Source: an optimization exercise on an open RTL-to-GDS flow (aim: a short achievable clock period and few clock cycles). Production flows keep margins and buffers that such runs may drop. The RTL was checked by simulation tests, not by an equivalence proof against the original design. Power is estimated from default activity; no workload was simulated.

## before
==> flow/design.v <==
`timescale 1ns / 1ps
module Pred_static(
    input  [31:0] inst,
    output        taken,
    output [31:0] off
    );
    wire [4:0] op   = inst[6:2];
    wire       jal  = (op == 5'b11011);
    wire       jalr = (op == 5'b11001);
    wire       beq  = (op == 5'b11000) && (inst[14:12] == 3'b000);
    wire       bne  = (op == 5'b11000) && (inst[14:12] == 3'b001);
    wire       same = (inst[19:15] == inst[24:20]);
    wire [31:0] immI = {{20{inst[31]}}, inst[31:20]};
    wire [31:0] immB = {{19{inst[31]}}, inst[31], inst[7], inst[30:25], inst[11:8], 1'b0};
    wire [31:0] immJ = {{11{inst[31]}}, inst[31], inst[19:12], inst[20], inst[30:21], 1'b0};
    assign taken = jal | jalr | (beq & (same | inst[31])) | (bne & ~same);
    assign off   = jal ? immJ : jalr ? immI : immB;
endmodule
module Pipeline_CPU(
    input [31:0] Data_in,
    input clk,
    input rst,
    input [31:0] inst_IF,
    output [31:0] PC_out_IF,
    output [31:0] Addr_out,
    output [31:0] Data_out,
    output MemRW_Mem
    );
    reg  [9:0]  fa;           
    reg  [31:0] pc_redir;     
    reg         d_valid;
    reg  [31:0] ir;
    reg  [31:0] pc_d;
    reg         d_pred;       
    reg  [31:0] d_off;        
    reg  [31:0] d_sel1, d_sel2;    
    reg         x_valid;
    reg  [31:0] x_aa, x_ab;   
    reg  [31:0] x_dbn;        
    reg  [31:0] x_la, x_lb;   
    reg  [31:0] x_san;        
    reg  [4:0]  x_sh;         
    reg  [31:0] x_ca, x_cb;   
    reg  [31:0] x_sd;         
    reg  [4:0]  x_rd;
    reg         x_late;       
    reg         x_w, x_load, x_store, x_br, x_bne, x_pred;
    reg  [31:0] x_alt;
    reg         x_add, x_sub, x_and, x_or, x_xor, x_sll, x_srl, x_sra, x_slt, x_sltu;
    reg  [31:0] m_res, m_addr, m_sd;
    reg  [4:0]  m_rd;
    reg         m_w, m_load, m_store;
    reg  [31:0] rf [1:31];
    wire [31:0] x_sum   = x_aa + x_ab;
    wire [31:0] x_dif   = x_aa + x_dbn + 32'd1;
    wire [31:0] x_sa    = ~x_san;
    wire        x_lt_s  = (x_la[31] ^ x_lb[31]) ? x_la[31] : x_dif[31];
    wire        x_lt_u  = (x_la[31] ^ x_lb[31]) ? x_lb[31] : x_dif[31];
    wire        x_fill = x_sra & x_sa[31];
    wire [31:0] l0 = x_sh[0] ? {x_sa[30:0], 1'b0}  : x_sa;
    wire [31:0] l1 = x_sh[1] ? {l0[29:0], 2'b0}    : l0;
    wire [31:0] l2 = x_sh[2] ? {l1[27:0], 4'b0}    : l1;
    wire [31:0] l3 = x_sh[3] ? {l2[23:0], 8'b0}    : l2;
    wire [31:0] x_shl = x_sh[4] ? {l3[15:0], 16'b0} : l3;
    wire [31:0] r0 = x_sh[0] ? {x_fill, x_sa[31:1]}     : x_sa;
    wire [31:0] r1 = x_sh[1] ? {{2{x_fill}}, r0[31:2]}  : r0;
    wire [31:0] r2 = x_sh[2] ? {{4{x_fill}}, r1[31:4]}  : r1;
    wire [31:0] r3 = x_sh[3] ? {{8{x_fill}}, r2[31:8]}  : r2;
    wire [31:0] x_shr = x_sh[4] ? {{16{x_fill}}, r3[31:16]} : r3;
    wire [31:0] x_log   = ({32{x_and}} & (x_la & x_lb))
                        | ({32{x_or}}  & (x_la | x_lb))
                        | ({32{x_xor}} & (x_la ^ x_lb));
    wire [31:0] x_fast  = ({32{x_add}} & x_sum) | x_log;
    wire [31:0] x_slow  = ({32{x_sub}} & x_dif)
                        | ({32{x_sll}} & x_shl)
                        | ({32{x_srl | x_sra}} & x_shr)
                        | {31'd0, (x_slt & x_lt_s) | (x_sltu & x_lt_u)};
    wire [31:0] x_res   = x_fast | x_slow;
    wire        x_eq     = (x_ca == x_cb);
    wire        x_taken  = x_eq ^ x_bne;
    wire        redirect = x_valid & x_br & (x_taken ^ x_pred);
    wire [31:0] m_val = m_load ? Data_in : m_res;
    assign Addr_out  = m_addr;
    assign Data_out  = m_sd;
    assign MemRW_Mem = m_store;
    wire [4:0] d_op  = ir[6:2];
    wire [2:0] d_f3  = ir[14:12];
    wire       d_f7  = ir[30];
    wire [4:0] d_rd  = ir[11:7];
    wire [4:0] d_rs1 = ir[19:15];
    wire [4:0] d_rs2 = ir[24:20];
    wire d_opr  = (d_op == 5'b01100);
    wire d_opi  = (d_op == 5'b00100);
    wire d_ld   = (d_op == 5'b00000);
    wire d_st   = (d_op == 5'b01000);
    wire d_jal  = (d_op == 5'b11011);
    wire d_jalr = (d_op == 5'b11001);
    wire d_lui  = (d_op == 5'b01101);
    wire d_link = d_jal | d_jalr | d_lui;
    wire d_isbr = (d_op == 5'b11000) && (d_f3[2:1] == 2'b00);
    wire [31:0] d_pc4   = pc_d + 32'd4;
    wire [31:0] d_pcoff = pc_d + d_off;
    wire [31:0] d_next  = d_pred ? d_pcoff : d_pc4;     
    wire d_use1 = d_opr | d_opi | d_ld | d_st | d_isbr;
    wire d_use2 = d_opr | d_st | d_isbr;
    wire d_wr   = (d_opr | d_opi | d_ld | d_link) & (d_rd != 5'd0);
    wire [31:0] immI = {{20{ir[31]}}, ir[31:20]};
    wire [31:0] immS = {{20{ir[31]}}, ir[31:25], ir[11:7]};
    reg  [31:0] rf1, rf2;
    integer k;
    always @(*) begin
        rf1 = 32'd0;
        rf2 = 32'd0;
        for (k = 1; k < 32; k = k + 1) begin
            rf1 = rf1 | ({32{d_sel1[k]}} & rf[k]);
            rf2 = rf2 | ({32{d_sel2[k]}} & rf[k]);
        end
    end
    wire by1x = x_valid & x_w & (x_rd == d_rs1);
    wire by2x = x_valid & x_w & (x_rd == d_rs2);
    wire by1m = m_w & (m_rd == d_rs1);
    wire by2m = m_w & (m_rd == d_rs2);
    wire [31:0] rs1e = by1m ? m_val : rf1;       
    wire [31:0] rs2e = by2m ? m_val : rf2;
    wire [31:0] rs1v = by1x ? x_fast : rs1e;
    wire [31:0] rs2v = by2x ? x_fast : rs2e;
    wire stall = d_valid & x_valid & x_late & x_w &
                 ((d_use1 & (x_rd == d_rs1)) | (d_use2 & (x_rd == d_rs2)));
    wire [3:0] fn   = {d_f3, d_f7};
    wire a_and  = (d_opr & (fn == 4'b1110)) | (d_opi & (d_f3 == 3'b111));
    wire a_or   = (d_opr & (fn == 4'b1100)) | (d_opi & (d_f3 == 3'b110));
    wire a_xor  = (d_opr & (fn == 4'b1000)) | (d_opi & (d_f3 == 3'b100));
    wire a_sll  = (d_opr & (fn == 4'b0010)) | (d_opi & (d_f3 == 3'b001));
    wire a_srl  = (d_opr & (fn == 4'b1010)) | (d_opi & (d_f3 == 3'b101) & ~d_f7);
    wire a_sra  = (d_opr & (fn == 4'b1011)) | (d_opi & (d_f3 == 3'b101) & d_f7);
    wire a_slt  = (d_opr & (fn == 4'b0100)) | (d_opi & (d_f3 == 3'b010));
    wire a_sltu = (d_opr & (fn == 4'b0110)) | (d_opi & (d_f3 == 3'b011));
    wire a_sub  = d_opr & (fn == 4'b0001);
    wire a_add  = ~(a_and | a_or | a_xor | a_sll | a_srl | a_sra | a_slt | a_sltu | a_sub);
    wire        sel_ax = by1x & ~d_link;
    wire [31:0] d_a_e  = d_link ? 32'd0 : rs1e;
    wire [31:0] d_a    = ({32{sel_ax & x_add}} & x_sum) | ({32{sel_ax}} & x_log)
                       | ({32{~sel_ax}} & d_a_e);
    wire        b_imm  = d_link | d_opi | d_ld | d_st;
    wire        sel_bx = by2x & ~b_imm;
    wire [31:0] b_con  = d_link ? d_pc4 : (d_opi | d_ld) ? immI : immS;
    wire [31:0] d_b_e  = b_imm ? b_con : rs2e;
    wire [31:0] d_b    = ({32{sel_bx & x_add}} & x_sum) | ({32{sel_bx}} & x_log)
                       | ({32{~sel_bx}} & d_b_e);
    wire        f_pred;
    wire [31:0] f_off;
    Pred_static pred_f(.inst(inst_IF), .taken(f_pred), .off(f_off));
    wire [4:0]  f_op   = inst_IF[6:2];
    wire        f_jal  = (f_op == 5'b11011);
    wire        f_jalr = (f_op == 5'b11001);
    wire [9:0]  f_tj   = fa + {inst_IF[20], inst_IF[30:22]};
    wire [9:0]  f_ti   = fa + inst_IF[31:22];
    wire [9:0]  f_tb   = fa + {inst_IF[7], inst_IF[30:25], inst_IF[11:9]};
    wire [9:0]  f_t4   = fa + 10'd1;
    wire        f_selb = f_pred & ~f_jal & ~f_jalr;
    wire [9:0]  f_next = ({10{f_jal}} & f_tj) | ({10{f_jalr}} & f_ti) |
                         ({10{f_selb}} & f_tb) | ({10{~f_pred}} & f_t4);
    wire [31:0] f_sel1 = 32'd1 << inst_IF[19:15];
    wire [31:0] f_sel2 = 32'd1 << inst_IF[24:20];
    assign PC_out_IF = {20'd0, fa, 2'b00};
    always @(posedge clk or posedge rst) begin
        if (rst) begin
            fa       <= 10'd0;
            pc_redir <= 32'd0;
            d_valid  <= 1'b0;
            ir       <= 32'd0;
            pc_d     <= 32'd0;
            d_pred   <= 1'b0;
            d_off    <= 32'd0;
            d_sel1   <= 32'd0;
            d_sel2   <= 32'd0;
        end else if (redirect) begin
            fa       <= x_alt[11:2];
            pc_redir <= x_alt;
            d_valid  <= 1'b0;
        end else if (!stall) begin
            fa       <= f_next;
            d_valid  <= 1'b1;
            ir       <= inst_IF;
            d_pred   <= f_pred;
            d_off    <= f_off;
            d_sel1   <= f_sel1;
            d_sel2   <= f_sel2;
            pc_d     <= d_valid ? d_next : pc_redir;
        end
    end
    always @(posedge clk or posedge rst) begin
        if (rst) begin
            x_valid <= 1'b0;
            x_w     <= 1'b0;
            x_load  <= 1'b0;
            x_late  <= 1'b0;
            x_store <= 1'b0;
            x_br    <= 1'b0;
            x_bne   <= 1'b0;
            x_pred  <= 1'b0;
            x_rd    <= 5'd0;
            x_la    <= 32'd0;
            x_lb    <= 32'd0;
            x_sh    <= 5'h1f;
            x_ca    <= 32'd0;
            x_cb    <= 32'd0;
            x_alt   <= 32'd0;
            x_add   <= 1'b0;
            x_sub   <= 1'b0;
            x_and   <= 1'b0;
            x_or    <= 1'b0;
            x_xor   <= 1'b0;
            x_sll   <= 1'b0;
            x_srl   <= 1'b0;
            x_sra   <= 1'b0;
            x_slt   <= 1'b0;
            x_sltu  <= 1'b0;
        end else begin
            x_valid <= d_valid & ~stall & ~redirect;
            x_w     <= d_wr;
            x_load  <= d_ld;
            x_late  <= d_ld | a_sub | a_sll | a_srl | a_sra | a_slt | a_sltu;
            x_store <= d_st;
            x_br    <= d_isbr;
            x_bne   <= d_f3[0];
            x_pred  <= d_pred;
            x_rd    <= d_rd;
            x_la    <= d_a;
            x_lb    <= d_b;
            x_sh    <= d_b[4:0];
            x_ca    <= rs1v;
            x_cb    <= rs2v;
            x_alt   <= d_pred ? d_pc4 : d_pcoff;
            x_add   <= a_add;
            x_sub   <= a_sub;
            x_and   <= a_and;
            x_or    <= a_or;
            x_xor   <= a_xor;
            x_sll   <= a_sll;
            x_srl   <= a_srl;
            x_sra   <= a_sra;
            x_slt   <= a_slt;
            x_sltu  <= a_sltu;
        end
    end
    always @(posedge clk or posedge rst) begin
        if (rst) begin
            m_res   <= 32'd0;
            m_rd    <= 5'd0;
            m_w     <= 1'b0;
            m_load  <= 1'b0;
            m_store <= 1'b0;
        end else begin
            m_res   <= x_res;
            m_rd    <= x_rd;
            m_w     <= x_valid & x_w;
            m_load  <= x_valid & x_load;
            m_store <= x_valid & x_store;
        end
    end
    always @(posedge clk) begin
        x_aa    <= d_a;
        x_ab    <= d_b;
        x_dbn   <= ~d_b;
        x_san   <= ~d_a;
        x_sd    <= rs2v;
        m_addr  <= x_res;
        m_sd    <= x_sd;
    end
    integer i;
    always @(posedge clk or posedge rst) begin
        if (rst) begin
            for (i = 1; i < 32; i = i + 1)
                rf[i] <= 32'd0;
        end else if (m_w) begin
            rf[m_rd] <= m_val;
        end
    end
endmodule
make LEC_CHECK=0 CAP_MARGIN=30 CORE_MARGIN=2 CORE_UTILIZATION=30 SETUP_SLACK_MARGIN=5 SLEW_MARGIN=30 finish   # period 8.0 ns
run.sh (not shown) runs the stock make flow with config.mk's settings and CLKGATE_MAP_FILE= SYNTH_SCRIPT=/design/flow/synth_recipe.tcl, a recipe that flattens the netlist after the stock synthesis.
Testbench counts of before, summed over its fixed seeds: cycles 18,367.
The following lists how after was set up differently from before:
--- a/flow/design.v
+++ b/flow/design.v
@@ -68,10 +68,9 @@
     wire [31:0] r3 = x_sh[3] ? {{8{x_fill}}, r2[31:8]}  : r2;
     wire [31:0] x_shr = x_sh[4] ? {{16{x_fill}}, r3[31:16]} : r3;
-    wire [31:0] x_log   = ({32{x_and}} & (x_la & x_lb))
+    wire [31:0] x_fast  = ({32{x_add}} & x_sum) | ({32{x_sub}} & x_dif)
+                        | ({32{x_and}} & (x_la & x_lb))
                         | ({32{x_or}}  & (x_la | x_lb))
                         | ({32{x_xor}} & (x_la ^ x_lb));
-    wire [31:0] x_fast  = ({32{x_add}} & x_sum) | x_log;
-    wire [31:0] x_slow  = ({32{x_sub}} & x_dif)
-                        | ({32{x_sll}} & x_shl)
+    wire [31:0] x_slow  = ({32{x_sll}} & x_shl)
                         | ({32{x_srl | x_sra}} & x_shr)
                         | {31'd0, (x_slt & x_lt_s) | (x_sltu & x_lt_u)};
@@ -140,12 +139,10 @@
     wire        sel_ax = by1x & ~d_link;
     wire [31:0] d_a_e  = d_link ? 32'd0 : rs1e;
-    wire [31:0] d_a    = ({32{sel_ax & x_add}} & x_sum) | ({32{sel_ax}} & x_log)
-                       | ({32{~sel_ax}} & d_a_e);
+    wire [31:0] d_a    = sel_ax ? x_fast : d_a_e;
     wire        b_imm  = d_link | d_opi | d_ld | d_st;
     wire        sel_bx = by2x & ~b_imm;
     wire [31:0] b_con  = d_link ? d_pc4 : (d_opi | d_ld) ? immI : immS;
     wire [31:0] d_b_e  = b_imm ? b_con : rs2e;
-    wire [31:0] d_b    = ({32{sel_bx & x_add}} & x_sum) | ({32{sel_bx}} & x_log)
-                       | ({32{~sel_bx}} & d_b_e);
+    wire [31:0] d_b    = sel_bx ? x_fast : d_b_e;
     wire        f_pred;
     wire [31:0] f_off;
@@ -201,9 +198,14 @@
             x_pred  <= 1'b0;
             x_rd    <= 5'd0;
-            x_la    <= 32'd0;
-            x_lb    <= 32'd0;
+            x_aa    <= 32'd0;
+            x_ab    <= 32'd0;
+            x_dbn   <= 32'd0;
+            x_la    <= 32'hffffffff;
+            x_lb    <= 32'hffffffff;
+            x_san   <= 32'd0;
             x_sh    <= 5'h1f;
             x_ca    <= 32'd0;
             x_cb    <= 32'd0;
+            x_sd    <= 32'hffffffff;
             x_alt   <= 32'd0;
             x_add   <= 1'b0;
@@ -221,5 +223,5 @@
             x_w     <= d_wr;
             x_load  <= d_ld;
-            x_late  <= d_ld | a_sub | a_sll | a_srl | a_sra | a_slt | a_sltu;
+            x_late  <= d_ld | a_sll | a_srl | a_sra | a_slt | a_sltu;
             x_store <= d_st;
             x_br    <= d_isbr;
@@ -227,9 +229,14 @@
             x_pred  <= d_pred;
             x_rd    <= d_rd;
+            x_aa    <= d_a;
+            x_ab    <= d_b;
+            x_dbn   <= ~d_b;
             x_la    <= d_a;
             x_lb    <= d_b;
+            x_san   <= ~d_a;
             x_sh    <= d_b[4:0];
             x_ca    <= rs1v;
             x_cb    <= rs2v;
+            x_sd    <= rs2v;
             x_alt   <= d_pred ? d_pc4 : d_pcoff;
             x_add   <= a_add;
@@ -248,4 +255,6 @@
         if (rst) begin
             m_res   <= 32'd0;
+            m_addr  <= 32'hffffffff;
+            m_sd    <= 32'd0;
             m_rd    <= 5'd0;
             m_w     <= 1'b0;
@@ -254,4 +263,6 @@
         end else begin
             m_res   <= x_res;
+            m_addr  <= x_res;
+            m_sd    <= x_sd;
             m_rd    <= x_rd;
             m_w     <= x_valid & x_w;
@@ -260,13 +271,4 @@
         end
     end
-    always @(posedge clk) begin
-        x_aa    <= d_a;
-        x_ab    <= d_b;
-        x_dbn   <= ~d_b;
-        x_san   <= ~d_a;
-        x_sd    <= rs2v;
-        m_addr  <= x_res;
-        m_sd    <= x_sd;
-    end
     integer i;
     always @(posedge clk or posedge rst) begin
### Flow results
Diff before -> after: number of buffers created by CTS climbed 5; least setup slack across all paths after layout dropped 0.042 ns.
Between after and before, it is after whose met1 layer usage reported by global route is higher, by 2.1 points.
Sort after and before by part of the power in the clock network, ascending, and after comes first.
[compare] base=before new=after: final non-filler cell area went up; non-clock buffer count went up; critical path depth went down; area growth from synthesis to layout went up.
[after] sum of internal, switching and leakage power rose 3.6% relative to before
Combinational group power | after above before
Testbench counts of after, summed over its fixed seeds: cycles 18,357.

afterwards: timing with drivers on the ports:
The results above use ideal ports. As a check the final layouts listed here were re-extracted and re-timed, cells and wires unchanged.
Step 1: set_driving_cell puts a clkbuf_16 on clk and a buf_2 on each other input, an assumption about the parent block.
Step 2 adds t to the input delays and takes it off the output delays; t is the mean of the earliest and latest rising clock arrival at the registers after step 1. Input paths then give back, and output paths get back, about the clock's delay inside the block.
a / b / c = ideal / step 1 / step 2; a / b = the first two.
| run | t (ns) | slack for setup (ns) | slew at the worst register clock pin (ns) |
|---|---|---|---|
| before | 0.938 | 4.757 / 4.757 / 3.981 | 0.07 / 0.07 |
| after | 0.938 | 4.715 / 4.715 / 4.151 | 0.07 / 0.07 |
After both steps setup and hold are still met in every run listed. The setup slack of before, which loses most, moves by 0.000 ns with the drivers and by -0.776 ns with both steps.
